What follows belongs to an exercise in optimizing a design on an open flow for small area; a production flow would make more cautious choices.
Function was checked by simulation only, so behaviour that the tests miss may differ from the original.
No driver is modelled on the clock port, so clock power and skew are understated where the tree is cut down; a real chip needs a root buffer or a tree.

==> flow/design.v <==
module estacionamiento (
    input wire clk,            
    input wire rst,            
    input wire ech,            
    output reg trigger_o,      
    output reg led_50cm,       
    output reg led_100cm,      
    output reg led_200cm,      
    output reg buzzer          
);
    parameter CLOCK_FREQ = 50000000;  
    parameter SOUND_SPEED = 34300;    
    parameter DISTANCE_50CM = 50;     
    parameter DISTANCE_60CM = 60;     
    parameter DISTANCE_100CM = 100;   
    parameter DISTANCE_110CM = 110;   
    parameter DISTANCE_200CM = 200;   
    parameter TIME_50CM  = (2 * DISTANCE_50CM * CLOCK_FREQ) / SOUND_SPEED;   
    parameter TIME_60CM  = (2 * DISTANCE_60CM * CLOCK_FREQ) / SOUND_SPEED;   
    parameter TIME_100CM = (2 * DISTANCE_100CM * CLOCK_FREQ) / SOUND_SPEED;  
    parameter TIME_110CM = (2 * DISTANCE_110CM * CLOCK_FREQ) / SOUND_SPEED;  
    parameter TIME_200CM = (2 * DISTANCE_200CM * CLOCK_FREQ) / SOUND_SPEED;  
    reg [31:0] echo_time;      
    reg measuring;             
    reg [23:0] trigger_count;  
    reg [31:0] delay_count;    
    always @(posedge clk) begin
        if (rst) begin
            trigger_count <= 0;
            delay_count <= 0;
            trigger_o <= 0;
        end else if (delay_count == 0) begin
            if (trigger_count == 0) begin
                trigger_o <= 1;  
                trigger_count <= CLOCK_FREQ / 100000;  
            end else if (trigger_count == 1) begin
                trigger_o <= 0;  
                trigger_count <= 0;
                delay_count <= CLOCK_FREQ / 16;  
            end else begin
                trigger_count <= trigger_count - 1;
            end
        end else begin
            delay_count <= delay_count - 1;
        end
    end
    always @(posedge clk) begin
        if (rst) begin
            measuring <= 0;
            echo_time <= 0;
            led_50cm <= 0;
            led_100cm <= 0;
            led_200cm <= 0;
            buzzer <= 0;
        end else if (trigger_o == 0 && ech == 1 && !measuring) begin
            measuring <= 1;
            echo_time <= 0;
        end else if (measuring) begin
            if (ech == 0) begin
                measuring <= 0;
                led_50cm <= 1;  
                led_100cm <= 1;
                led_200cm <= 1;
                buzzer <= 1;
                if (echo_time <= TIME_50CM) begin
                    led_50cm <= 0;
                    buzzer <= 0;  
                end else if (echo_time > TIME_50CM && echo_time < TIME_100CM) begin
                    led_100cm <= 0;
                end else if (echo_time > TIME_100CM) begin
                    led_200cm <= 0;
                end
            end else begin
                echo_time <= echo_time + 1;
            end
        end
    end
endmodule
==> flow/run.sh <==
#!/bin/bash
# synth_recipe.tcl (not shown) runs the flow's synth.tcl, then flattens the netlist and writes it again
# the make line also repeats each setting of config.mk as NAME=value (left out here)
make -C /OpenROAD-flow-scripts/flow DESIGN_CONFIG=/design/flow/config.mk WORK_HOME=/design/flow/orfs CLKGATE_MAP_FILE= SYNTH_SCRIPT=/design/flow/synth_recipe.tcl finish
==> flow/config.mk <==
export PLATFORM = sky130hd
export DESIGN_NAME = estacionamiento
export DESIGN_NICKNAME = estacionamiento
export VERILOG_FILES = /design/flow/design.v
export SDC_FILE = /design/flow/constraint.sdc
export NUM_CORES = 4
export LEC_CHECK = 0
export CAP_MARGIN = 20
export CORE_MARGIN = 2
export CORE_UTILIZATION = 40
export SLEW_MARGIN = 20
==> flow/constraint.sdc <==
create_clock -name core_clock -period 5.0 [get_ports {clk}]
set_input_delay 1.0000 -clock core_clock [delete_from_list [all_inputs] [get_ports {clk}]]
set_output_delay 1.0000 -clock core_clock [all_outputs]
set_load 0.01 [all_outputs]
==> results of run 1 <==
-- metrics by stage --
stage / area (sq um) / setup WS (ps)
6_report: 5260 / 1799
4_1_cts: 5245 / 1695
3_3_place_gp: 4905 / 1745
2_1_floorplan: 4746 / 2752
3_5_place_dp: 4905 / 1726
5_1_grt: 5260 / 1379
-- cells in the final DEF, fill, tap and decap left out, types with 3 or more instances in the layout --
master and count:
or3_1 8, nand2_1 28, or4_1 6, a311oi_1 3, nor4_4 6, nor2_1 97
clkdlybuf4s50_1 7, dfxtp_1 93, a21oi_1 22, a31oi_1 3, or4_4 3, nor4_1 19
nor2b_1 5, xnor2_1 25, nor3_1 30, nand4_1 16, xor2_1 36, and4_1 3
ha_1 7, nand3_1 28, clkbuf_16 9, a211oi_1 9, nand2b_1 4, inv_1 16
and3_1 6, o21ai_0 11, bufinv_16 3
-- worst max-delay path, stage by stage, from the launching register on --
cell	delay, ps
dfxtp_1	360
nor4_2	360
nand3_1	550
nor3_2	870
nand2_1	220
o21ai_4	500
o32ai_1	190
-- final cells by class --
| cell class | count | area [sq um] | share of cell area |
|---|---|---|---|
| Multi-Input combinational cell | 415 | 2719 | 0.5169 |
| Sequential cell | 93 | 1862 | 0.3539 |
| Clock buffer | 10 | 229.0 | 0.04353 |
| Tap cell | 143 | 178.9 | 0.03402 |
| Clock inverter | 6 | 111.4 | 0.02117 |
| Timing Repair Buffer | 10 | 100.1 | 0.01903 |
| Inverter | 16 | 60.06 | 0.01142 |
-- state kept, by name, indices dropped and copies added, names as in the netlist --
register	count
led_200cm	1
trigger_o	1
echo_time	32
delay_count	32
led_50cm	1
trigger_count	24
measuring	1
led_100cm	1
-- cells in the mapped netlist (all sizes together) (12+ instances only) --
| cell | count |
|---|---|
| a21oi | 22 |
| xor2 | 36 |
| nand3 | 29 |
| nor4 | 27 |
| inv | 16 |
| nand2 | 29 |
| o21ai | 12 |
| nor3 | 33 |
| dfxtp | 93 |
| nor2 | 98 |
| nand4 | 17 |
| xnor2 | 25 |
-- path summary, 6_finish.rpt --
check                   from         to  slack (ps)  cells after the start
max          delay_count[15]  trigger_o        1800                      6
min                led_200cm  led_200cm         470                      2
max reg2reg  delay_count[15]  trigger_o        1800                      6
min reg2reg        led_200cm  led_200cm         470                      2
-- metal layers --
layer	share of wire	vias to the layer above	track usage	wire (um)
met1	0.52	1794	0.2366	5119
li1	-	1953	-	-
met5	0	-	0	0
met4	0.0097	0	0.06911	95
met3	0.029	6	0.02571	288
met2	0.44	52	0.2486	4327
-- cells by family (layout without fill, tap and decap cells) --
| logic type | count (synthesis) | after routing | share of synthesized area |
|---|---|---|---|
| AOI/OAI and AO/OA | 64 | 64 | 0.09571 |
| xor gates and xnor gates | 61 | 61 | 0.1126 |
| adders and majority gates | 7 | 7 | 0.01845 |
| buffers and inverters | 37 | 42 | 0.03480 |
| DFF | 93 | 93 | 0.3923 |
| muxes | 1 | 1 | 0.002109 |
| and+or+nand+nor | 282 | 282 | 0.3441 |
==> results.yml, run 1 <==
routing:
  via_per_inst: 5.491
  first_iter_violations: 275
  first_pass_iters: 17
  wl_per_cell_um: 14.19
  post-route-drc-count: 0
  via_count: 3805
  ant_nets: 0
  wl_um: 9831
timing:
  max_freq_mhz: 312.4
  maxSlewHeadroom: 0.4442
  setup_viol: 0
  slew_viol_final: 0
  rsz0062_at_grt: "false"
  holdWs_ps: 468.8
  hold_violations: 0
  final.period_utilization: 0.6403
  tns_ps: 0
  tightest_slew_ps: 829.2
  finClkSkew_ps: 7.803
  fin_crit_ps: 3201
cts:
  cts_tree: "built"
  clk_path_buf_depth: 2
  cts_buffers: 9
  clock-sinks: 93
  htree_levels: 3
  ctsHoldBuffers: 0
  root_buffer: "clkbuf_16"
  clk_latency_ps: 340
  post_cts_buffers: 0
  clkTransAtPathRegs_ps: 60
  ctsResizeCount: 0
floorplanning:
  die_h_um: 112.9
  boundaryPins: 8
  num_rows: 39
  initial_utilization: 0.4121
  die_area_sq_um: 12750
  coreArea_sq_um: 11520
  die_w_um: 112.9
placed_design:
  gp_congestion: 0.8042
  place_hpwl_um: 6786
  dp.cells: 676
  port_buffers: 7
critical_path:
  worstSetupEndpointType: "register"
  crit_path_max_fanout: 19
  critPathRequiredTime_ps: 5190
  crit_type: "reg -> reg"
  crit_arrival_ps: 3390
  crit_path_start_kind: "register"
flow_run:
  drv_cap: 0
global_route:
  grt_start_max_net_pins: 41
  antenna_found_initial: 0
  overflow: 0
  grt_pass1_vias: 3685
  grt_use_total: 0.1652
  grt_pass1_wl_um: 17460
logic_synthesis:
  async_flop_share: 0
  synth_top_cell_area_share: 0.3923
  netlist_instances: 545
  synth-seq-cells: 93
  syn-cell-area_sq_um: 4746
  synth_flop_cell: "dfxtp_1"
  yosysWarnings: 1
  ys_seq_area_frac: 0.3923
  ys_top_cells_by_area: "dfxtp_1 39%, nor2_1 7.7%, xor2_1 6.6%"
  synth_fp_nets: 555
  avgSynthCellArea_sq_um: 8.708
  yosys.area.top_type: "dfxtp_1"
  synth_edf_count: 0
  synth.distinct_cells: 60
final_layout:
  fill_cells: 1111
  fin_cells: 693
  fin_nets: 555
  final_layout_size_suffix_gt1_frac: 0.08909
  final_core_util: 0.4568
  area_growth_pct: 10.84
  antenna_cells: 0
status:
  outcome: "timing/DRC/antenna clean"
min_path:
  hold_path_class: "reg -> reg"
==> run 2: changes to the inputs <==
==> flow/design.v (replaced) <==
module estacionamiento (
    input  wire clk,
    input  wire rst,
    input  wire ech,
    output reg  trigger_o,
    output reg  led_50cm,
    output reg  led_100cm,
    output reg  led_200cm,
    output wire buzzer
);
    localparam [21:0] TTAPS   = 22'h300000;
    localparam        TFINV   = 1'b0;
    localparam [21:0] TW_VAL  = 22'h15c1d0;
    localparam [21:0] TW_MASK = ~22'h010080;
    localparam [21:0] TF_VAL  = 22'h049955;
    localparam [21:0] TF_MASK = 22'h105400;
    localparam [21:0] TRST    = TW_VAL & TW_MASK;
    reg  [21:0] ts;
    wire tw  = ((ts ^ TW_VAL) & TW_MASK) == 22'd0;
    wire tf  = ((ts ^ TF_VAL) & TF_MASK) == 22'd0;
    wire tfb = (^(ts & TTAPS)) ^ TFINV;
    always @(posedge clk) begin
        if (rst)
            ts <= TRST;
        else if (tw)
            ts <= 22'd0;
        else
            ts <= {~ts[20:0], tfb};
        if (rst)
            trigger_o <= 1'b0;
        else
            trigger_o <= tw | (trigger_o & ~tf);
    end
    localparam [14:0] ETAPS   = 15'h4001;
    localparam        EFINV   = 1'b0;
    localparam [14:0] ED_VAL  = 15'h38c0;
    localparam [14:0] ED_MASK = ~15'h0418;
    localparam [1:0] IDLE = 2'b00, PH0 = 2'b01, PH1 = 2'b11, PH2 = 2'b10;
    reg  [1:0]  st;
    reg  [14:0] es;
    wire idle = (st == IDLE);
    wire ed   = ((es ^ ED_VAL) & ED_MASK) == 15'd0;
    wire efb  = (^(es & ETAPS)) ^ EFINV;
    wire done = !idle && !ech;
    always @(posedge clk) begin
        es <= (idle | ed) ? 15'd0 : {~es[13:0], efb};
        if (rst)
            st <= IDLE;
        else case (st)
            IDLE: st <= (ech && !trigger_o) ? PH0 : IDLE;
            PH0:  st <= !ech ? IDLE : ed ? PH1 : PH0;
            PH1:  st <= !ech ? IDLE : ed ? PH2 : PH1;
            default: st <= !ech ? IDLE : PH2;
        endcase
    end
    always @(posedge clk) begin
        if (rst) begin
            led_50cm  <= 1'b0;
            led_100cm <= 1'b0;
            led_200cm <= 1'b0;
        end else if (done) begin
            led_50cm  <= st != PH0;
            led_100cm <= !(st == PH1 && !ed);
            led_200cm <= st != PH2;
        end
    end
    assign buzzer = led_50cm;
endmodule
--- a/flow/config.mk
+++ b/flow/config.mk
@@ -8,4 +8,5 @@
 export CAP_MARGIN = 20
 export CORE_MARGIN = 2
 export CORE_UTILIZATION = 40
+export CTS_BUF_LIST = sky130_fd_sc_hd__clkbuf_4
 export SLEW_MARGIN = 20
==> results.yml, run 2 <==
global_route:
  grt_use_total: 0.1323
  grt_pass1_wl_um: 4002
  antenna_found_initial: 0
  overflow: 0
  grt_pass1_vias: 920
  grt_start_max_net_pins: 20
final_layout:
  fill_cells: 331
  antenna_cells: 0
  layout_commonest_cell: "dfxtp_1"
  final_core_util: 0.4592
  top_register: "ts"
  reg.largest.list: "ts: 22 flops, es: 15 flops, st: 2 flops"
  area_growth_pct: 11.26
  final_cell_mix: "43 x dfxtp_1, 22 x nor2_1, 10 x a211oi_1"
  largest_register_ffs: 22
  final_layout_size_suffix_gt1_frac: 0.09160
  fin_nets: 134
timing:
  maxSlewHeadroom: 0.5730
  tightest_slew_ps: 638.6
  tns_ps: 0
  final.period_utilization: 0.5111
  slew_viol_final: 0
  fin_crit_ps: 2556
  rsz0062_at_grt: "false"
  finClkSkew_ps: 5.631
  setup_viol: 0
  max_freq_mhz: 391.3
  hold_violations: 0
critical_path:
  worstSetupEndpointType: "register"
  r2r_setup_slack_ps: 3360
  crit_path_max_fanout: 19
  crit_arrival_ps: 2770
  critPathRequiredTime_ps: 5210
  crit_type: "in -> reg"
  crit_path_start_kind: "input pin"
flow_run:
  drv_cap: 0
floorplanning:
  die_w_um: 62.45
  boundaryPins: 8
  coreArea_sq_um: 3311
  die_h_um: 62.45
  num_rows: 21
  initial_utilization: 0.4127
  die_area_sq_um: 3899
routing:
  wl_um: 2226
  ant_nets: 0
  via_count: 897
  post-route-drc-count: 0
  wl_per_cell_um: 12.58
  first_iter_violations: 57
  via_per_inst: 5.068
  first_pass_iters: 4
logic_synthesis:
  syn-cell-area_sq_um: 1366
  synth.distinct_cells: 36
  avgSynthCellArea_sq_um: 11.20
  netlist_instances: 122
  yosys.area.top_type: "dfxtp_1"
  ys_seq_area_frac: 0.6300
  synth_edf_count: 0
  synth_flop_cell: "dfxtp_1"
  async_flop_share: 0
  ys_top_cells_by_area: "dfxtp_1 63%, nor2_1 6.0%, a211oi_1 5.5%"
  yosysWarnings: 1
  synth_top_cell_area_share: 0.6300
  yosys.cell_count.top_type: "dfxtp_1"
  synth-seq-cells: 43
  synth_fp_nets: 126
  synth_common_cells: "43 x dfxtp_1, 22 x nor2_1, 10 x a211oi_1, 6 x a22oi_1, 4 x inv_1"
cts:
  ctsResizeCount: 0
  post_cts_buffers: 0
  clkTransAtPathRegs_ps: 120
  cts_buffers: 5
  ctsHoldBuffers: 0
  root_buffer: "clkbuf_4"
  cts_tree: "built"
  htree_levels: 2
  clk_latency_ps: 340
  clk_path_buf_depth: 2
  clock-sinks: 43
placed_design:
  gp_congestion: 0.7186
  place_hpwl_um: 1561
  port_buffers: 7
min_path:
  hold_path_class: "reg -> reg"
status:
  outcome: "timing/DRC/antenna clean"
-- run 2: cell count changes in the layout (fill, tap and decap cells not counted), sizes merged, moves of 7 or more --
cell | before | now
nand3 | 29 | 0
dfxtp | 93 | 43
nor3 | 33 | 3
nand2 | 29 | 2
or3 | 8 | 1
xnor2 | 25 | 1
nand4 | 17 | 1
nor4 | 27 | 1
nor2 | 98 | 22
o21ai | 12 | 1
or4 | 9 | 2
inv | 16 | 4
a21oi | 22 | 2
xor2 | 36 | 0
-- run 2: layer usage --
metal,vias to the layer above,GRT usage,share of wire
li1,452,-,-
met1,429,0.1506,0.45
met3,5,0.06486,0.039
met5,-,0,0
met4,0,0.05833,0.019
met2,11,0.2097,0.49
-- run 2: logic make-up (layout without fill, tap and decap cells) --
kind of cell	Yosys count	in the layout	synth area share
adder cells (fa/ha/maj)	1	1	0.009156
flip-flops	43	43	0.6300
AO/OA/AOI/OAI	27	27	0.1630
buffers and inverters	11	20	0.03662
XOR/XNOR	1	1	0.006411
AND/OR/NAND/NOR	39	39	0.1548
-- run 2: worst paths after layout --
kind	startpoint	end	cells after the start
setup / recovery	rst	ts[4]	4
hold reg to reg	es[4]	es[5]	1
setup reg to reg	es[5]	es[0]	3
hold / removal	es[4]	es[5]	1
-- run 2: metrics by stage --
step | cells | hold WS, ps | worst slack [ps] | cell area [sq um]
floorplan | 122 | 367.9 | 2903 | 1366
global placement | 169 | 373.9 | 2130 | 1463
detailed placement | 169 | 379.7 | 2045 | 1463
CTS | 177 | 393.7 | 2453 | 1520
global route | 177 | 413.8 | 2304 | 1520
finish | 177 | 390.1 | 2444 | 1520
-- run 2: cell type report --
type,count,area [sq um],share of cell area
clock buffer,6,45.04,0.02963
clock inverter,2,12.51,0.008230
inverter,5,18.77,0.01235
multi-input combinational,68,455.4,0.2996
sequential,43,860.8,0.5663
tap,46,57.56,0.03786
timing repair buffer,7,70.07,0.04609
-- run 2: worst max-delay path: stages --
cell	delay, ps
clkdlybuf4s50_1	730
or4_1	560
nor3_2	350
a22oi_1	120
==> run 3: changes to the inputs <==
--- a/flow/config.mk
+++ b/flow/config.mk
@@ -8,5 +8,4 @@
 export CAP_MARGIN = 20
 export CORE_MARGIN = 2
 export CORE_UTILIZATION = 40
-export CTS_BUF_LIST = sky130_fd_sc_hd__clkbuf_4
 export SLEW_MARGIN = 20
==> results.yml, run 3 <==
status:
  outcome: "timing/DRC/antenna clean"
floorplanning:
  num_rows: 21
  boundaryPins: 8
  initial_utilization: 0.4127
  die_area_sq_um: 3899
  coreArea_sq_um: 3311
  die_h_um: 62.45
  die_w_um: 62.45
final_layout:
  fin_nets: 134
  final_cell_mix: "43 x dfxtp_1, 22 x nor2_1, 10 x a211oi_1"
  area_growth_pct: 10.99
  largest_register_ffs: 22
  top_register: "ts"
  reg.largest.list: "ts: 22 flops, es: 15 flops, st: 2 flops"
  antenna_cells: 0
  layout_commonest_cell: "dfxtp_1"
  fin_cells: 177
  fin_area_sq_um: 1516
  final_layout_size_suffix_gt1_frac: 0.08397
routing:
  via_per_inst: 5.056
  dr_wl_met3_um: 87
  via_count: 895
  wl_per_cell_um: 12.69
  wl_um: 2247
  first_pass_iters: 4
  dr_wl_met2_um: 1112
  ant_nets: 0
  post-route-drc-count: 0
  wl_met1_um: 1004
  topRoutingLayerUsed: "met4"
  first_iter_violations: 56
min_path:
  holdPathStages: 1
  hold_path_class: "reg -> reg"
timing:
  max_freq_mhz: 392.3
  tightest_slew_ps: 645.2
  setup_viol: 0
  holdWs_ps: 390.1
  hold_violations: 0
  final.period_utilization: 0.5098
  slew_viol_final: 0
  fin_crit_ps: 2549
  finClkSkew_ps: 9.641
  rsz0062_at_grt: "false"
  tns_ps: 0
  maxSlewHeadroom: 0.5685
cts:
  clkTransAtPathRegs_ps: 120
  root_buffer: "clkbuf_4"
  clk_latency_ps: 350
  ctsResizeCount: 0
  cts_tree: "built"
  cts_buffers: 5
  post_cts_buffers: 0
  clk_path_buf_depth: 2
  htree_levels: 2
  clock-sinks: 43
  ctsHoldBuffers: 0
logic_synthesis:
  netlist_instances: 122
  synth_top_cell_area_share: 0.6300
  ys_top_cells_by_area: "dfxtp_1 63%, nor2_1 6.0%, a211oi_1 5.5%"
  ys_seq_area_frac: 0.6300
  synth_edf_count: 0
  yosysWarnings: 1
  synth_flop_cell: "dfxtp_1"
  synth.distinct_cells: 36
  async_flop_share: 0
  synth_common_cells: "43 x dfxtp_1, 22 x nor2_1, 10 x a211oi_1, 6 x a22oi_1, 4 x inv_1"
  yosys.cell_count.top_type: "dfxtp_1"
  syn-cell-area_sq_um: 1366
  avgSynthCellArea_sq_um: 11.20
  synth_fp_nets: 126
  synth-seq-cells: 43
  yosys.area.top_type: "dfxtp_1"
placed_design:
  gp_congestion: 0.7186
  port_buffers: 7
  dpl_cell_area_sq_um: 1463
  dp.cells: 169
  place_hpwl_um: 1561
critical_path:
  crit_arrival_ps: 2760
  crit_type: "in -> reg"
  crit_path_start_kind: "input pin"
  r2r-end: "es[0]"
  crit_path_max_fanout: 19
  worstSetupEndpointType: "register"
  worstRegToRegCells: 3
  r2r-start: "es[5]"
  crit_end: "ts[6]"
  crit_start: "rst"
  r2r_setup_slack_ps: 3360
  critPathRequiredTime_ps: 5220
global_route:
  grt_start_max_net_pins: 20
  grt_pass1_vias: 930
  antenna_found_initial: 0
  grt_pass1_wl_um: 4050
  overflow: 0
  grt_use_total: 0.1338
flow_run:
  drv_cap: 0
## run 3: cell counts after synthesis
Identical to the previous run, type by type.
## run 3: cell families (layout without fill, tap and decap cells)
| group | Yosys count | in the layout | synth area share |
|---|---|---|---|
| compound gates | 27 | 27 | 0.1630 |
| xor+xnor | 1 | 1 | 0.006411 |
| fa+ha+maj | 1 | 1 | 0.009156 |
| buf+inv | 11 | 20 | 0.03662 |
| flops | 43 | 43 | 0.6300 |
| simple gates | 39 | 39 | 0.1548 |
## run 3: final cells by class
| class | instances | area [sq um] |
|---|---|---|
| Clock buffer | 6 | 41.29 |
| Clock inverter | 2 | 12.51 |
| Fill cell | 332 | 1794 |
| Inverter | 5 | 18.77 |
| Multi-Input combinational cell | 68 | 455.4 |
| Sequential cell | 43 | 860.8 |
| Tap cell | 46 | 57.56 |
| Timing Repair Buffer | 7 | 70.07 |
## run 3: critical path: stages
cell and delay [ps]:
clkdlybuf4s50_1 730, or4_1 560, nor3_2 350, a22oi_1 120
## run 3: stage by stage
step	utilization	setup slack [ps]
floorplan	-	2903
global placement	0.4418	2130
detailed placement	0.4418	2045
CTS	0.4581	2441
global route	0.4581	2308
finish	0.4581	2451
## run 3: how the worst min path moves through the flow
stage | startpoint | end
2_1_floorplan | ts[14] | ts[15]
3_3_place_gp | es[3] | es[4]
3_5_place_dp | es[4] | es[5]
4_1_cts | es[4] | es[5]
5_1_grt | ts[16] | ts[17]
6_report | es[4] | es[5]
## run 3: per-layer routing
layer,vias to the layer above,track usage
met3,5,0.06486
met1,429,0.1529
li1,450,-
met5,-,0
met4,0,0.05833
met2,11,0.2124
==> run 4: changes to the inputs <==
==> flow/flow/run.sh (new file) <==
#!/bin/bash
# Own layout flow: the standard ORFS flow (standard.sh), with
#  - an area-oriented ABC mapping script in place of ORFS's speed script,
#  - the smallest buffer for the port buffers,
#  - CTS without dummy loads, from one buffer size.
# Every tool's full output stays in orfs/logs/...; this script's own output
# goes to run_flow.log in the work folder.
set -euo pipefail
W=$PWD
exec > "$W/run_flow.log" 2>&1
rm -rf "$W/scripts_local"
cp -r "$FLOW_HOME/scripts" "$W/scripts_local"
cp "$W/flow/abc_area.script" "$W/scripts_local/abc_speed.script"
export SCRIPTS_DIR="$W/scripts_local"
export BUFFER_PORTS_ARGS="-buffer_cell sky130_fd_sc_hd__buf_1"
export CTS_ARGS="-sink_clustering_enable -repair_clock_nets -dont_use_dummy_load"
bash "$W/standard.sh"
==> flow/flow/abc_area.script (new file) <==
strash
dch
map -a
topo
==> flow/standard.sh (new file) <==
#!/bin/bash
# synth_recipe.tcl (not shown) runs the flow's synth.tcl, then flattens the netlist and writes it again
# the make line also repeats each setting of config.mk as NAME=value (left out here)
make -C /OpenROAD-flow-scripts/flow DESIGN_CONFIG=/design/flow/config.mk WORK_HOME=/design/flow/orfs CLKGATE_MAP_FILE= SYNTH_SCRIPT=/design/flow/synth_recipe.tcl "${@:-finish}"
removed: flow/run.sh
==> results.yml, run 4 <==
status:
  outcome: "timing/DRC/antenna clean"
routing:
  post-route-drc-count: 0
  first_pass_iters: 4
  via_count: 813
  ant_nets: 0
  first_iter_violations: 41
  via_per_inst: 4.782
  wl_um: 1936
  wl_per_cell_um: 11.39
final_layout:
  fin_area_sq_um: 1351
  fin_cells: 170
  area_growth_pct: 8.434
  largest_register_ffs: 22
  layout_commonest_cell: "dfxtp_1"
  fin_nets: 143
  top_register: "ts"
  final_cell_mix: "43 x dfxtp_1, 35 x nor2_1, 9 x clkinv_1"
  antenna_cells: 0
  reg.largest.list: "ts: 22 flops, es: 15 flops, st: 2 flops"
  final_layout_size_suffix_gt1_frac: 0.05109
  final_core_util: 0.4500
logic_synthesis:
  yosys.cell_count.top_type: "dfxtp_1"
  synth-seq-cells: 43
  syn-cell-area_sq_um: 1246
  synth_top_cell_area_share: 0.6908
  avgSynthCellArea_sq_um: 9.970
  async_flop_share: 0
  yosysWarnings: 1
  synth_common_cells: "43 x dfxtp_1, 35 x nor2_1, 9 x clkinv_1, 8 x nand2_1, 8 x o21ai_0"
  yosys.area.top_type: "dfxtp_1"
  synth_flop_cell: "dfxtp_1"
  synth_fp_nets: 129
  ys_top_cells_by_area: "dfxtp_1 69%, nor2_1 11%, o21ai_0 3.2%"
  synth.distinct_cells: 19
  synth_edf_count: 0
  ys_seq_area_frac: 0.6908
  netlist_instances: 125
timing:
  maxSlewHeadroom: 0.6798
  final.period_utilization: 0.3937
  fin_crit_ps: 1968
  finClkSkew_ps: 21.31
  tns_ps: 0
  max_freq_mhz: 508.0
  setup_viol: 0
  holdWs_ps: 392.2
  setup_ws_ps: 3032
  rsz0062_at_grt: "false"
  tightest_slew_ps: 479.2
  slew_viol_final: 0
  hold_violations: 0
critical_path:
  worstSetupEndpointType: "register"
  crit_path_max_fanout: 15
  crit_type: "reg -> reg"
  crit_path_start_kind: "register"
  crit_arrival_ps: 2170
  critPathRequiredTime_ps: 5200
placed_design:
  dpl_cell_area_sq_um: 1314
  port_buffers: 7
  place_hpwl_um: 1358
  dp.cells: 165
  place_ws_ps: 2860
  gp_congestion: 0.7668
floorplanning:
  coreArea_sq_um: 3003
  num_rows: 20
  die_area_sq_um: 3578
  die_h_um: 59.82
  boundaryPins: 8
  initial_utilization: 0.4150
  die_w_um: 59.82
cts:
  clk_latency_ps: 340
  clkTransAtPathRegs_ps: 110
  clk_path_buf_depth: 2
  root_buffer: "clkbuf_4"
  htree_levels: 2
  cts_tree: "built"
  clock-sinks: 43
  ctsResizeCount: 0
  post_cts_buffers: 0
  ctsHoldBuffers: 0
  cts_buffers: 5
global_route:
  grt_start_max_net_pins: 16
  overflow: 0
  grt_pass1_vias: 801
  grt_pass1_wl_um: 3367
  antenna_found_initial: 0
  grt_use_total: 0.1379
flow_run:
  drv_cap: 0
min_path:
  hold_path_class: "reg -> reg"
==> run 4: changes by cell type in the layout (fill, tap and decap cells not counted), moves of 2 or more <==
cell	delta
nor2_1	+13
a211oi_1	-9
clkinv_1	+8
buf_1	+7
clkdlybuf4s50_1	-7
o21ai_0	+7
a22oi_1	-6
nand2_1	+6
inv_1	-4
a21oi_1	+2
nor3_2	-2
nor3b_1	+2
nor4_1	+2
==> run 4: logic make-up (layout without fill, tap and decap cells) <==
group | after synthesis | count (layout) | synth area share
buf+inv | 10 | 22 | 0.03313
flops | 43 | 43 | 0.6908
simple gates | 56 | 56 | 0.1978
fa+ha+maj | 1 | 1 | 0.01004
compound gates | 15 | 15 | 0.06828
==> run 4: layout make-up <==
cell class                      count  area (sq um)
Clock buffer                        5         37.54
Fill cell                         300          1652
Inverter                            9         33.78
Multi-Input combinational cell     72         344.1
Sequential cell                    43         860.8
Tap cell                           33         41.29
Timing Repair Buffer                8         33.78
==> run 4: path summary, 6_finish.rpt <==
path / slack (ps) / startpoint / cells after the start / endpoint
worst min-delay path: 390 / es[10] / 1 / es[11]
worst max register to register: 3030 / ts[20] / 7 / ts[19]
worst min register to register: 390 / es[10] / 1 / es[11]
worst max-delay path: 3030 / ts[20] / 7 / ts[19]
==> run 4: routing by layer <==
layer | global-route usage | share of wire
met4 | 0.08571 | 0.028
met5 | 0 | 0
met1 | 0.1483 | 0.48
met2 | 0.2081 | 0.44
met3 | 0.07792 | 0.052
==> run 4: critical path, stage by stage (launching register included) <==
cell	delay [ps]
dfxtp_1	390
ha_1	160
nor3b_1	200
nand4_1	120
nor2_1	330
clkinv_1	140
nand2_1	390
nor2_1	90
==> run 5: changes to the inputs <==
==> flow/flow/run.sh (replaced) <==
#!/bin/bash
# Own layout flow: the standard ORFS flow (standard.sh), with
#  - an area-oriented ABC mapping script in place of ORFS's speed script,
#  - the smallest buffer for the port buffers,
set -euo pipefail
W=$PWD
exec > "$W/run_flow.log" 2>&1
rm -rf "$W/scripts_local"
cp -r "$FLOW_HOME/scripts" "$W/scripts_local"
cp "$W/flow/abc_area.script" "$W/scripts_local/abc_speed.script"
python3 - "$W/scripts_local/cts.tcl" "$W/flow/post_cts.tcl" <<'PY'
import sys
p, post = sys.argv[1], sys.argv[2]
s = open(p).read()
anchor = "log_cmd clock_tree_synthesis {*}$cts_args\n"
assert anchor in s
s = s.replace(anchor, anchor + "source " + post + "\n")
open(p, "w").write(s)
PY
export SCRIPTS_DIR="$W/scripts_local"
export BUFFER_PORTS_ARGS="-buffer_cell sky130_fd_sc_hd__buf_1"
export CTS_ARGS="-sink_clustering_enable -repair_clock_nets -dont_use_dummy_load"
bash "$W/standard.sh"
==> flow/flow/post_cts.tcl (new file) <==
set block [ord::get_db_block]
set clknet [$block findNet clk]
set roots {}
foreach it [$clknet getITerms] { lappend roots [$it getInst] }
if {[llength $roots] == 1} {
  set root [lindex $roots 0]
  set out_net ""
  foreach it [$root getITerms] {
    if {[$it isOutputSignal]} { set out_net [$it getNet] }
  }
  set loads {}
  foreach it [$out_net getITerms] {
    if {[$it getInst] != $root} { lappend loads $it }
  }
  set all_bufs 1
  foreach it $loads {
    if {![string match "sky130_fd_sc_hd__clkbuf_*" [[[$it getInst] getMaster] getName]]} { set all_bufs 0 }
  }
  if {$all_bufs && [llength $loads] <= 4} {
    puts "post_cts: removing root [$root getName], clk drives [llength $loads] leaf buffers"
    foreach it $loads { $it disconnect; $it connect $clknet }
    foreach it [$root getITerms] { $it disconnect }
    odb::dbInst_destroy $root
    odb::dbNet_destroy $out_net
  } else {
    puts "post_cts: root kept ([llength $loads] loads, all buffers: $all_bufs)"
  }
}
==> results.yml, run 5 <==
final_layout:
  area_growth_pct: 7.831
  seq_area_sq_um: 860.8
  largest_register_ffs: 22
  final_cell_mix: "43 x dfxtp_1, 35 x nor2_1, 9 x clkinv_1"
  reg.largest.list: "ts: 22 flops, es: 15 flops, st: 2 flops"
  fin_nets: 142
  antenna_cells: 0
  final_layout_size_suffix_gt1_frac: 0.04412
  fill_cells: 299
  multi_input_area_sq_um: 344.1
  fin_area_sq_um: 1344
  layout_commonest_cell: "dfxtp_1"
  top_register: "ts"
  fin_cells: 169
critical_path:
  crit_path_start_kind: "input pin"
  crit_type: "in -> reg"
  worstRegToRegCells: 7
  critPathRequiredTime_ps: 5030
  path_delay_family: "simple AND/OR/NAND/NOR gates"
  r2r-end: "ts[19]"
  crit_path_max_fanout: 15
  crit_arrival_ps: 2010
  worst-path-buf-inv: 2
  r2r-start: "ts[20]"
  cpMaxStageDelayCell: "nand2_1"
  crit_cells: 4
  slowest_delay_ps: 440
  crit_start: "rst"
  path_cells: "buf_1, clkinv_1, nand2_1, nor2_1"
  crit_end: "ts[19]"
  worstSetupEndpointType: "register"
  r2r_setup_slack_ps: 3030
placed_design:
  port_buffers: 7
  place_hpwl_um: 1358
  dpl_cell_area_sq_um: 1314
  gp_congestion: 0.7668
  dp.cells: 165
  place_ws_ps: 2860
global_route:
  grt_start_max_net_pins: 16
  overflow: 0
  antenna_found_initial: 0
  grt_pass1_wl_um: 3325
  grt_use_total: 0.1298
  grt_pass1_vias: 800
logic_synthesis:
  avgSynthCellArea_sq_um: 9.970
  synth-seq-cells: 43
  ys_top_cells_by_area: "dfxtp_1 69%, nor2_1 11%, o21ai_0 3.2%"
  async_flop_share: 0
  netlist_instances: 125
  synth_flop_cell: "dfxtp_1"
  ys_seq_area_frac: 0.6908
  synth_edf_count: 0
  synth.distinct_cells: 19
  synth_common_cells: "43 x dfxtp_1, 35 x nor2_1, 9 x clkinv_1, 8 x nand2_1, 8 x o21ai_0"
  yosys.cell_count.top_type: "dfxtp_1"
  synth_top_cell_area_share: 0.6908
  syn-cell-area_sq_um: 1246
  yosysWarnings: 1
  yosys.area.top_type: "dfxtp_1"
  synth_fp_nets: 129
timing:
  setup_viol: 0
  max_freq_mhz: 505.8
  slew_viol_final: 0
  finClkSkew_ps: 20.50
  setup_ws_ps: 3023
  fin_crit_ps: 1977
  hold_violations: 0
  tightest_slew_ps: 479.2
  final.period_utilization: 0.3954
  holdWs_ps: 391.3
  rsz0062_at_grt: "false"
  tns_ps: 0
  maxSlewHeadroom: 0.6798
flow_run:
  drv_cap: 0
routing:
  wl_um: 1876
  wl_met1_um: 914
  first_iter_violations: 39
  first_pass_iters: 4
  topRoutingLayerUsed: "met4"
  ant_nets: 0
  dr_wl_met2_um: 849
  wl_per_cell_um: 11.10
  dr_wl_met3_um: 49
  via_count: 811
  via_per_inst: 4.799
  post-route-drc-count: 0
floorplanning:
  coreArea_sq_um: 3003
  initial_utilization: 0.4150
  die_area_sq_um: 3578
  num_rows: 20
  boundaryPins: 8
  die_h_um: 59.82
  die_w_um: 59.82
cts:
  ctsResizeCount: 0
  clk_latency_ps: 170
  ctsHoldBuffers: 0
  post_cts_buffers: 0
  clock-sinks: 43
  clkTransAtPathRegs_ps: 100
status:
  outcome: "timing/DRC/antenna clean"
min_path:
  hold_path_class: "reg -> reg"
run 5: stage by stage:
step                utilization
floorplan                     -
global placement         0.4375
detailed placement       0.4375
CTS                      0.4475
global route             0.4475
finish                   0.4475
run 5: worst min-delay path by stage:
stage	start	to	depth (start not counted)
finish	es[4]	es[5]	1
global route	es[4]	es[5]	1
CTS	es[4]	es[5]	1
detailed placement	es[10]	es[11]	1
global placement	es[4]	es[5]	1
floorplan	es[10]	es[11]	1
run 5: layout make-up:
class | instances | area share
Inverter | 9 | 0.02514
Sequential cell | 43 | 0.6406
Multi-Input combinational cell | 72 | 0.2561
Clock buffer | 4 | 0.02235
Timing Repair Buffer | 8 | 0.02514
Tap cell | 33 | 0.03073
run 5: logic make-up after synthesis:
logic type,Yosys count,synth area share
compound gates,15,0.06828
simple gates,56,0.1978
fa+ha+maj,1,0.01004
flops,43,0.6908
buf+inv,10,0.03313
run 5: worst reg2reg max path: stages (launching register included):
cell and delay [ps]:
dfxtp_1 390, ha_1 160, nor3b_1 200, nand4_1 120, nor2_1 330, clkinv_1 140
nand2_1 390, nor2_1 100
run 5: routing by layer:
metal | vias up | global-route usage
li1 | 436 | -
met2 | 7 | 0.2081
met5 | - | 0
met3 | 6 | 0.03896
met1 | 362 | 0.1483
met4 | 0 | 0.08571
==> run 6: changes to the inputs <==
--- a/flow/config.mk
+++ b/flow/config.mk
@@ -7,5 +7,5 @@
 export LEC_CHECK = 0
 export CAP_MARGIN = 20
 export CORE_MARGIN = 2
-export CORE_UTILIZATION = 40
+export CORE_UTILIZATION = 60
 export SLEW_MARGIN = 20
==> results.yml, run 6 <==
logic_synthesis:
  async_flop_share: 0
  synth_flop_cell: "dfxtp_1"
  avgSynthCellArea_sq_um: 9.970
  yosysWarnings: 1
  yosys.area.top_type: "dfxtp_1"
  synth-seq-cells: 43
  ys_seq_area_frac: 0.6908
  ys_top_cells_by_area: "dfxtp_1 69%, nor2_1 11%, o21ai_0 3.2%"
  netlist_instances: 125
  synth_top_cell_area_share: 0.6908
  synth_fp_nets: 129
  syn-cell-area_sq_um: 1246
  synth.distinct_cells: 19
  synth_edf_count: 0
  synth_common_cells: "43 x dfxtp_1, 35 x nor2_1, 9 x clkinv_1, 8 x nand2_1, 8 x o21ai_0"
  yosys.cell_count.top_type: "dfxtp_1"
critical_path:
  r2r_setup_slack_ps: 3070
  crit_type: "reg -> reg"
  crit_arrival_ps: 1970
  critPathRequiredTime_ps: 5040
  worstRegToRegCells: 7
  crit_path_start_kind: "register"
  worstSetupEndpointType: "register"
  r2r-end: "ts[0]"
  crit_path_max_fanout: 15
  r2r-start: "ts[20]"
timing:
  hold_violations: 0
  slew_viol_final: 0
  maxSlewHeadroom: 0.6978
  finClkSkew_ps: 22.98
  tns_ps: 0
  fin_crit_ps: 1932
  setup_viol: 0
  rsz0062_at_grt: "false"
  final.period_utilization: 0.3865
  max_freq_mhz: 517.5
  setup_ws_ps: 3068
  tightest_slew_ps: 452.2
min_path:
  min_to: "es[11]"
  hold_path_class: "reg -> reg"
  holdPathStages: 1
  hp-start: "es[10]"
global_route:
  grt_pass1_wl_um: 3229
  antenna_found_initial: 0
  grt_start_max_net_pins: 16
  overflow: 0
  grt_use_total: 0.1734
  grt_pass1_vias: 755
final_layout:
  final_cell_mix: "43 x dfxtp_1, 35 x nor2_1, 9 x clkinv_1"
  area_growth_pct: 7.229
  final_layout_size_suffix_gt1_frac: 0.04412
  fin_area_sq_um: 1336
  layout_commonest_cell: "dfxtp_1"
  top_register: "ts"
  largest_register_ffs: 22
  antenna_cells: 0
  fin_nets: 142
  reg.largest.list: "ts: 22 flops, es: 15 flops, st: 2 flops"
cts:
  ctsHoldBuffers: 0
  clk_latency_ps: 170
  clock-sinks: 43
  ctsResizeCount: 0
  clkTransAtPathRegs_ps: 100
  post_cts_buffers: 0
routing:
  via_per_inst: 5.037
  first_pass_iters: 4
  via_count: 821
  wl_um: 1806
  wl_per_cell_um: 11.08
  post-route-drc-count: 0
  first_iter_violations: 15
  ant_nets: 0
placed_design:
  gp_congestion: 0.7827
  place_ws_ps: 2906
  dpl_cell_area_sq_um: 1306
  port_buffers: 7
  place_hpwl_um: 1338
floorplanning:
  die_w_um: 49.58
  num_rows: 16
  coreArea_sq_um: 1962
  die_area_sq_um: 2458
  boundaryPins: 8
  initial_utilization: 0.6352
  die_h_um: 49.58
flow_run:
  drv_cap: 0
status:
  outcome: "timing/DRC/antenna clean"
[run 6: cell counts after synthesis]
Identical to the previous run, type by type.
[run 6: how the worst max path moves through the flow]
| stage | startpoint | end | slack, ps |
|---|---|---|---|
| 6_report | ts[20] | ts[0] | 3070 |
| 5_1_grt | ts[20] | ts[0] | 2830 |
| 4_1_cts | ts[20] | ts[0] | 3050 |
| 3_5_place_dp | rst | ts[0] | 2910 |
| 3_3_place_gp | rst | ts[0] | 2970 |
| 2_1_floorplan | rst | ts[0] | 3390 |
[run 6: cell type report]
type | instances | area, sq um
Inverter | 9 | 33.78
Timing Repair Buffer | 8 | 33.78
Clock buffer | 4 | 30.03
Sequential cell | 43 | 860.8
Tap cell | 27 | 33.78
Fill cell | 171 | 625.6
Multi-Input combinational cell | 72 | 344.1
[run 6: critical path: stages, from the launching register on]
cell	delay, ps
dfxtp_1	380
ha_1	150
nor3b_1	210
nand4_1	120
nor2_1	340
clkinv_1	150
nand2_1	370
nor2_1	80
[run 6: per-layer routing]
metal  global-route usage  part of all wire  vias up  routed length, um
met4              0.08333             0.021        0                 38
met1               0.2191              0.53      369                951
met2               0.2822              0.42       12                761
met3              0.03636             0.030        5                 54
met5                    0                 0        -                  0
li1                     -                 -      435                  -
[run 6: per-stage QoR]
step / utilization / std cells / hold slack (ps)
floorplan: - / 125 / 368.2
global placement: 0.6658 / 159 / 373.5
detailed placement: 0.6658 / 159 / 380.2
CTS: 0.6811 / 163 / 396.1
global route: 0.6811 / 163 / 404.5
finish: 0.6811 / 163 / 392.7
[run 6: cells by family (layout without fill, tap and decap cells)]
| kind of cell | after synthesis | in the layout | share of synthesized area |
|---|---|---|---|
| AND/OR/NAND/NOR | 56 | 56 | 0.1978 |
| flip-flops | 43 | 43 | 0.6908 |
| AO/OA/AOI/OAI | 15 | 15 | 0.06828 |
| buffers and inverters | 10 | 21 | 0.03313 |
| adder cells (fa/ha/maj) | 1 | 1 | 0.01004 |
==> run 7: changes to the inputs <==
--- a/flow/design.v
+++ b/flow/design.v
@@ -8,12 +8,12 @@
     output reg  led_200cm,
     output wire buzzer
 );
-    localparam [21:0] TTAPS   = 22'h300000;
+    localparam [21:0] TTAPS   = 22'h200100;
     localparam        TFINV   = 1'b0;
-    localparam [21:0] TW_VAL  = 22'h15c1d0;
-    localparam [21:0] TW_MASK = ~22'h010080;
-    localparam [21:0] TF_VAL  = 22'h049955;
-    localparam [21:0] TF_MASK = 22'h105400;
+    localparam [21:0] TW_VAL  = 22'h3fc808;
+    localparam [21:0] TW_MASK = ~22'h84;
+    localparam [21:0] TF_VAL  = 22'h1070de;
+    localparam [21:0] TF_MASK = 22'h83a8;
     localparam [21:0] TRST    = TW_VAL & TW_MASK;
     reg  [21:0] ts;
     wire tw  = ((ts ^ TW_VAL) & TW_MASK) == 22'd0;
@@ -34,7 +34,7 @@
     localparam [14:0] ETAPS   = 15'h4001;
     localparam        EFINV   = 1'b0;
     localparam [14:0] ED_VAL  = 15'h38c0;
-    localparam [14:0] ED_MASK = ~15'h0418;
+    localparam [14:0] ED_MASK = ~15'h818;
     localparam [1:0] IDLE = 2'b00, PH0 = 2'b01, PH1 = 2'b11, PH2 = 2'b10;
     reg  [1:0]  st;
     reg  [14:0] es;
--- a/flow/config.mk
+++ b/flow/config.mk
@@ -7,5 +7,5 @@
 export LEC_CHECK = 0
 export CAP_MARGIN = 20
 export CORE_MARGIN = 2
-export CORE_UTILIZATION = 60
+export CORE_UTILIZATION = 40
 export SLEW_MARGIN = 20
==> results.yml, run 7 <==
routing:
  first_iter_violations: 54
  via_per_inst: 4.771
  first_pass_iters: 4
  ant_nets: 0
  wl_per_cell_um: 10.37
  post-route-drc-count: 0
  wl_um: 1721
  via_count: 792
placed_design:
  gp_congestion: 0.8277
  dpl_cell_area_sq_um: 1294
  place_hpwl_um: 1236
  port_buffers: 7
floorplanning:
  coreArea_sq_um: 2978
  die_area_sq_um: 3524
  num_rows: 20
  boundaryPins: 8
  initial_utilization: 0.4118
  die_h_um: 59.37
  die_w_um: 59.37
timing:
  final.period_utilization: 0.4160
  fin_crit_ps: 2080
  max_freq_mhz: 480.7
  tns_ps: 0
  rsz0062_at_grt: "false"
  setup_viol: 0
  finClkSkew_ps: 31.27
  hold_violations: 0
  tightest_slew_ps: 725.7
  slew_viol_final: 0
  maxSlewHeadroom: 0.5129
critical_path:
  crit_path_start_kind: "input pin"
  critPathRequiredTime_ps: 5030
  crit_path_max_fanout: 12
  cpMaxStageDelayCell: "o21ai_1"
  slowest_delay_ps: 490
  path_cells: "buf_1, clkinv_1, o21ai_1, nor2_1"
  crit_type: "in -> reg"
  worst-path-buf-inv: 2
  worstSetupEndpointType: "register"
  crit_arrival_ps: 2110
  path_delay_family: "buffers and inverters"
final_layout:
  final_cell_mix: "43 x dfxtp_1, 34 x nor2_1, 13 x nand2_1"
  multi_input_area_sq_um: 339.1
  final_layout_size_suffix_gt1_frac: 0.06015
  seq_area_sq_um: 860.8
  antenna_cells: 0
  fill_cells: 294
  layout_commonest_cell: "dfxtp_1"
  area_growth_pct: 7.959
  reg.largest.list: "ts: 22 flops, es: 15 flops, st: 2 flops"
  fin_nets: 138
  fin_area_sq_um: 1324
  top_register: "ts"
  largest_register_ffs: 22
global_route:
  antenna_found_initial: 0
  grt_use_total: 0.1166
  grt_start_max_net_pins: 16
  grt_pass1_wl_um: 3022
  grt_pass1_vias: 689
  overflow: 0
logic_synthesis:
  ys_top_cells_by_area: "dfxtp_1 70%, nor2_1 10%, nand2_1 4.0%"
  syn-cell-area_sq_um: 1226
  yosys.area.top_type: "dfxtp_1"
  synthSimpleGateAreaFrac: 0.2153
  synth_common_cells: "43 x dfxtp_1, 34 x nor2_1, 13 x nand2_1, 6 x o21ai_0"
  netlist_instances: 122
  synth_xor_area_frac: 0.007143
  synth_edf_count: 0
  synth-seq-cells: 43
  yosysWarnings: 1
  synth_top_family_by_area: "simple AND/OR/NAND/NOR gates"
  synth_fp_nets: 125
  synth_flop_cell: "dfxtp_1"
  yosys.cell_count.top_type: "dfxtp_1"
  ys_seq_area_frac: 0.7020
  muxShareOfSynthArea: 0
  synth.distinct_cells: 17
  synth_top_cell_area_share: 0.7020
  synth_fa_ha_area_frac: 0
  async_flop_share: 0
  synth_compound_area_frac: 0.05408
  avgSynthCellArea_sq_um: 10.05
cts:
  clkTransAtPathRegs_ps: 100
  clock-sinks: 43
  ctsHoldBuffers: 0
  clk_latency_ps: 180
  post_cts_buffers: 0
  ctsResizeCount: 0
status:
  outcome: "timing/DRC/antenna clean"
flow_run:
  drv_cap: 0
min_path:
  hold_path_class: "reg -> reg"
-- run 7: per-layer routing --
layer,track usage,vias to the layer above,part of all wire
li1,-,423,-
met1,0.1660,350,0.53
met2,0.1460,13,0.38
met3,0.03930,6,0.053
met4,0.07792,0,0.030
met5,0,-,0
-- run 7: cell families (layout without fill, tap and decap cells) --
family,Yosys count,after routing
DFF,43,43
AOI/OAI and AO/OA,12,12
buffers and inverters,6,17
xor gates and xnor gates,1,1
and+or+nand+nor,60,60
-- run 7: worst paths after layout --
| kind | startpoint | to | slack, ps | depth (start not counted) |
|---|---|---|---|---|
| worst min register to register | es[11] | es[12] | 380 | 1 |
| worst max-delay path | rst | ts[10] | 2920 | 4 |
| worst min-delay path | es[11] | es[12] | 380 | 1 |
| worst max register to register | ts[1] | ts[10] | 3060 | 4 |
-- run 7: layout make-up --
class | instances | share of cell area
Sequential cell | 43 | 0.6503
Multi-Input combinational cell | 73 | 0.2561
Tap cell | 33 | 0.03119
Timing Repair Buffer | 8 | 0.02552
Clock buffer | 4 | 0.02268
Inverter | 5 | 0.01418
-- run 7: metrics by stage --
step                std cells    util  setup slack, ps  hold slack, ps
CTS                       166  0.4445             2765           385.8
floorplan                 122       -             3109           366.2
global route              166  0.4445             2729           392.7
finish                    166  0.4445             2920           382.6
detailed placement        162  0.4345             2672           373.4
global placement          162  0.4345             2743           371.0
==> run 8: changes to the inputs <==
--- a/flow/flow/post_cts.tcl
+++ b/flow/flow/post_cts.tcl
@@ -26,3 +26,23 @@
     puts "post_cts: root kept ([llength $loads] loads, all buffers: $all_bufs)"
   }
 }
+
+# Upsize any leaf clock buffer whose sinks would see a slow clock edge
+# (estimated from placement; the routed slew comes out within a few ps).
+set_propagated_clock [all_clocks]
+estimate_parasitics -placement
+foreach it [$clknet getITerms] {
+  set inst [$it getInst]
+  set name [$inst getName]
+  foreach size {8 16} {
+    set worst 0
+    foreach p [get_pins -of [get_nets -of [get_pins $name/X]] -filter "direction==input"] {
+      set s [get_property $p slew_max]
+      if {$s > $worst} { set worst $s }
+    }
+    puts "post_cts: leaf $name [[$inst getMaster] getName] worst sink slew $worst"
+    if {$worst <= 0.110} break
+    replace_cell $name sky130_fd_sc_hd__clkbuf_$size
+    estimate_parasitics -placement
+  }
+}
==> results.yml, run 8 <==
timing:
  tns_ps: 0
  rsz0062_at_grt: "false"
  maxSlewHeadroom: 0.5133
  tightest_slew_ps: 725.2
  setup_viol: 0
  finClkSkew_ps: 18.47
  setup_ws_ps: 2917
  holdWs_ps: 384.5
  final.period_utilization: 0.4166
  hold_violations: 0
  max_freq_mhz: 480.1
  fin_crit_ps: 2083
  slew_viol_final: 0
logic_synthesis:
  synth_fp_nets: 125
  synth.distinct_cells: 17
  yosysWarnings: 1
  synth_xor_area_frac: 0.007143
  synth_flop_cell: "dfxtp_1"
  muxShareOfSynthArea: 0
  synth_top_cell_area_share: 0.7020
  ys_seq_area_frac: 0.7020
  synthSimpleGateAreaFrac: 0.2153
  synth_fa_ha_area_frac: 0
  synth-seq-cells: 43
  netlist_instances: 122
  async_flop_share: 0
  ys_top_cells_by_area: "dfxtp_1 70%, nor2_1 10%, nand2_1 4.0%"
  synth_common_cells: "43 x dfxtp_1, 34 x nor2_1, 13 x nand2_1, 6 x o21ai_0"
  synth_top_family_by_area: "simple AND/OR/NAND/NOR gates"
  syn-cell-area_sq_um: 1226
  avgSynthCellArea_sq_um: 10.05
  synth_edf_count: 0
  yosys.area.top_type: "dfxtp_1"
  synth_compound_area_frac: 0.05408
  yosys.cell_count.top_type: "dfxtp_1"
final_layout:
  top_register: "ts"
  antenna_cells: 0
  fin_nets: 138
  final_cell_mix: "43 x dfxtp_1, 34 x nor2_1, 13 x nand2_1"
  seq_area_sq_um: 860.8
  area_growth_pct: 8.979
  final_layout_size_suffix_gt1_frac: 0.06015
  fill_cells: 294
  largest_register_ffs: 22
  layout_commonest_cell: "dfxtp_1"
  fin_area_sq_um: 1336
  reg.largest.list: "ts: 22 flops, es: 15 flops, st: 2 flops"
  multi_input_area_sq_um: 339.1
critical_path:
  worstRegToRegCells: 4
  critPathRequiredTime_ps: 5030
  r2r_setup_slack_ps: 3050
  crit_type: "in -> reg"
  crit_path_max_fanout: 12
  crit_arrival_ps: 2110
  worstSetupEndpointType: "register"
  r2r-end: "ts[10]"
  r2r-start: "ts[1]"
  crit_path_start_kind: "input pin"
routing:
  via_per_inst: 4.777
  first_pass_iters: 4
  wl_per_cell_um: 10.29
  first_iter_violations: 44
  post-route-drc-count: 0
  wl_um: 1708
  via_count: 793
  ant_nets: 0
cts:
  clk_latency_ps: 150
  clock-sinks: 43
  ctsHoldBuffers: 0
  clkTransAtPathRegs_ps: 100
  ctsResizeCount: 0
  post_cts_buffers: 0
floorplanning:
  die_area_sq_um: 3524
  die_h_um: 59.37
  initial_utilization: 0.4118
  coreArea_sq_um: 2978
  num_rows: 20
  die_w_um: 59.37
  boundaryPins: 8
placed_design:
  place_ws_ps: 2672
  gp_congestion: 0.8277
  place_hpwl_um: 1236
  port_buffers: 7
  dpl_cell_area_sq_um: 1294
global_route:
  met2_usage: 0.1476
  antenna_found_initial: 0
  gr-usage-met1: 0.1646
  met3_usage: 0.03930
  overflow: 0
  grt_pass1_wl_um: 3015
  grt_use_total: 0.1166
  grt_start_max_net_pins: 16
  busiest_layer: "met1"
  grt_pass1_vias: 693
flow_run:
  drv_cap: 0
min_path:
  hp-start: "es[4]"
  min_to: "es[5]"
  holdPathStages: 1
  hold_path_class: "reg -> reg"
status:
  outcome: "timing/DRC/antenna clean"
## run 8: cell counts after synthesis
No cell type changed its count.
## run 8: per-stage QoR
stage | cells | util
6_report | 166 | 0.4487
3_3_place_gp | 162 | 0.4345
4_1_cts | 166 | 0.4487
5_1_grt | 166 | 0.4487
3_5_place_dp | 162 | 0.4345
2_1_floorplan | 122 | -
## run 8: kinds of logic after synthesis
kind of cell / count (synthesis)
AO/OA/AOI/OAI: 12
XOR/XNOR: 1
buffers and inverters: 6
flip-flops: 43
AND/OR/NAND/NOR: 60
## run 8: critical path, stage by stage
cell      delay, ps
buf_1           200
clkinv_1        310
o21ai_1         500
nor2_1           90
## run 8: worst max path at each step
| stage | slack (ps) | depth (start not counted) | startpoint | endpoint |
|---|---|---|---|---|
| global route | 2730 | 4 | rst | ts[2] |
| finish | 2920 | 4 | rst | ts[10] |
| floorplan | 3110 | 4 | ts[1] | ts[0] |
| global placement | 2740 | 4 | rst | ts[13] |
| detailed placement | 2670 | 4 | rst | ts[10] |
| CTS | 2760 | 4 | ts[1] | ts[10] |
## run 8: layer usage
metal	part of all wire	vias up
li1	-	425
met1	0.54	351
met2	0.39	11
met3	0.047	6
met4	0.030	0
met5	0	-
## run 8: final cells by class
class,instances,area share
Sequential cell,43,0.6442
Multi-Input combinational cell,73,0.2537
Clock buffer,4,0.03184
Tap cell,33,0.03090
Timing Repair Buffer,8,0.02528
Inverter,5,0.01404
==> run 9: changes to the inputs <==
--- a/flow/flow/post_cts.tcl
+++ b/flow/flow/post_cts.tcl
@@ -41,7 +41,7 @@
       if {$s > $worst} { set worst $s }
     }
     puts "post_cts: leaf $name [[$inst getMaster] getName] worst sink slew $worst"
-    if {$worst <= 0.110} break
+    if {$worst <= 0.115} break
     replace_cell $name sky130_fd_sc_hd__clkbuf_$size
     estimate_parasitics -placement
   }
==> results.yml, run 9 <==
placed_design:
  place_hpwl_um: 1236
  dpl_cell_area_sq_um: 1294
  port_buffers: 7
  gp_congestion: 0.8277
timing:
  hold_violations: 0
  rsz0062_at_grt: "false"
  fin_crit_ps: 2083
  final.period_utilization: 0.4166
  finClkSkew_ps: 22.96
  tns_ps: 0
  max_freq_mhz: 480.1
  slew_viol_final: 0
  tightest_slew_ps: 725.2
  setup_viol: 0
  maxSlewHeadroom: 0.5133
final_layout:
  top_register: "ts"
  final_cell_mix: "43 x dfxtp_1, 34 x nor2_1, 13 x nand2_1"
  antenna_cells: 0
  fin_nets: 138
  layout_commonest_cell: "dfxtp_1"
  final_layout_size_suffix_gt1_frac: 0.06015
  reg.largest.list: "ts: 22 flops, es: 15 flops, st: 2 flops"
  area_growth_pct: 8.470
  largest_register_ffs: 22
  fin_area_sq_um: 1330
routing:
  first_pass_iters: 3
  wl_um: 1707
  dr_wl_met2_um: 656
  ant_nets: 0
  wl_met1_um: 918
  dr_wl_met3_um: 81
  first_iter_violations: 44
  wl_per_cell_um: 10.28
  post-route-drc-count: 0
  via_count: 790
  topRoutingLayerUsed: "met4"
  via_per_inst: 4.759
critical_path:
  worstSetupEndpointType: "register"
  crit_arrival_ps: 2110
  slowest_delay_ps: 500
  crit_path_max_fanout: 12
  r2r-start: "ts[1]"
  r2r-end: "ts[10]"
  r2r_setup_slack_ps: 3050
  path_cells: "buf_1, clkinv_1, o21ai_1, nor2_1"
  worstRegToRegCells: 4
  critPathRequiredTime_ps: 5030
  crit_path_start_kind: "input pin"
  crit_type: "in -> reg"
  cpMaxStageDelayCell: "o21ai_1"
status:
  outcome: "timing/DRC/antenna clean"
cts:
  ctsResizeCount: 0
  clock-sinks: 43
  clkTransAtPathRegs_ps: 100
  post_cts_buffers: 0
  clk_latency_ps: 160
  ctsHoldBuffers: 0
logic_synthesis:
  synth_top_family_by_area: "simple AND/OR/NAND/NOR gates"
  synth.distinct_cells: 17
  synth-seq-cells: 43
  yosysWarnings: 1
  synth_fa_ha_area_frac: 0
  synth_fp_nets: 125
  async_flop_share: 0
  muxShareOfSynthArea: 0
  synth_edf_count: 0
  synth_common_cells: "43 x dfxtp_1, 34 x nor2_1, 13 x nand2_1, 6 x o21ai_0"
  synth_compound_area_frac: 0.05408
  ys_seq_area_frac: 0.7020
  syn-cell-area_sq_um: 1226
  synth_flop_cell: "dfxtp_1"
  synthSimpleGateAreaFrac: 0.2153
  yosys.cell_count.top_type: "dfxtp_1"
  yosys.area.top_type: "dfxtp_1"
  avgSynthCellArea_sq_um: 10.05
  ys_top_cells_by_area: "dfxtp_1 70%, nor2_1 10%, nand2_1 4.0%"
  netlist_instances: 122
  synth_top_cell_area_share: 0.7020
  synth_xor_area_frac: 0.007143
global_route:
  antenna_found_initial: 0
  overflow: 0
  grt_pass1_wl_um: 3015
  grt_start_max_net_pins: 16
  grt_use_total: 0.1166
  grt_pass1_vias: 693
flow_run:
  drv_cap: 0
floorplanning:
  die_w_um: 59.37
  die_area_sq_um: 3524
  num_rows: 20
  coreArea_sq_um: 2978
  die_h_um: 59.37
  boundaryPins: 8
  initial_utilization: 0.4118
min_path:
  min_to: "es[12]"
  holdPathStages: 1
  hold_path_class: "reg -> reg"
  hp-start: "es[11]"
[run 9: changes by cell type in the layout (fill, tap and decap cells not counted)]
cell      previous run  this run
clkbuf_8             2         1
clkbuf_4             2         3
[run 9: worst max path at each step]
stage	from	end	slack, ps	depth (start not counted)
after floorplan	ts[1]	ts[0]	3110	4
final	rst	ts[10]	2920	4
after global routing	rst	ts[2]	2730	4
after global placement	rst	ts[13]	2740	4
after CTS	ts[1]	ts[10]	2760	4
after detailed placement	rst	ts[10]	2670	4
[run 9: logic make-up (layout without fill, tap and decap cells)]
kind of cell,count (synthesis),after routing
compound gates,12,12
xor+xnor,1,1
simple gates,60,60
flops,43,43
buf+inv,6,17
[run 9: metal layers]
layer	up-vias	global-route usage
met5	-	0
met4	0	0.07792
met3	6	0.03930
met2	11	0.1476
met1	348	0.1646
li1	425	-
[run 9: final cells by class]
cell class / instances / area [sq um]
Inverter: 5 / 18.77
Fill cell: 293 / 1648
Sequential cell: 43 / 860.8
Tap cell: 33 / 41.29
Timing Repair Buffer: 8 / 33.78
Clock buffer: 4 / 36.28
Multi-Input combinational cell: 73 / 339.1
[run 9: critical path, delay by kind of cell]
| kind | cells | cell delay [ps] |
|---|---|---|
| AO/OA/AOI/OAI | 1 | 500 |
| buffers and inverters | 2 | 510 |
| AND/OR/NAND/NOR | 1 | 90 |
[run 9: per-stage QoR]
| step | hold WS, ps | instances | setup slack [ps] | utilization |
|---|---|---|---|---|
| finish | 382.6 | 166 | 2917 | 0.4466 |
| global route | 392.7 | 166 | 2728 | 0.4466 |
| CTS | 385.8 | 166 | 2765 | 0.4466 |
| detailed placement | 373.4 | 162 | 2672 | 0.4345 |
| global placement | 371.0 | 162 | 2743 | 0.4345 |
| floorplan | 366.2 | 122 | 3109 | - |

==> re-timing with driven ports <==
How much do the figures lean on ideal ports? The routed layouts below were timed once more, with nothing changed but the port constraints.
Step 1: set_driving_cell puts a clkbuf_16 on clk and a buf_2 on each other input, an assumption about the parent block.
Step 2 also shifts input and output timing later by t, the mid clock arrival at the registers, as if the neighbouring blocks saw the same clock.
a / b / c = ideal / step 1 / step 2; a / b = the first two.
run | t, ns | slack for setup (ns) | worst hold slack (ns)
run 1 | 0.370 | 1.799 / 1.799 / 1.799 | 0.469 / 0.469 / 0.469
run 2 | 0.363 | 2.444 / 2.445 / 2.081 | 0.390 / 0.390 / 0.390
run 3 | 0.365 | 2.451 / 2.451 / 2.086 | 0.390 / 0.390 / 0.390
run 4 | 0.358 | 3.032 / 3.032 / 2.841 | 0.392 / 0.392 / 0.392
run 5 | 0.202 | 3.023 / 3.032 / 2.842 | 0.391 / 0.391 / 0.391
run 6 | 0.199 | 3.068 / 3.068 / 2.906 | 0.393 / 0.393 / 0.393
run 7 | 0.204 | 2.920 / 2.934 / 2.731 | 0.383 / 0.383 / 0.383
run 8 | 0.189 | 2.917 / 2.936 / 2.748 | 0.385 / 0.385 / 0.385
run 9 | 0.193 | 2.917 / 2.934 / 2.741 | 0.383 / 0.383 / 0.383
After both steps setup and hold are still met in every run listed. The setup slack of run 3, which loses most, moves by 0.000 ns with the drivers and by -0.365 ns with both steps.
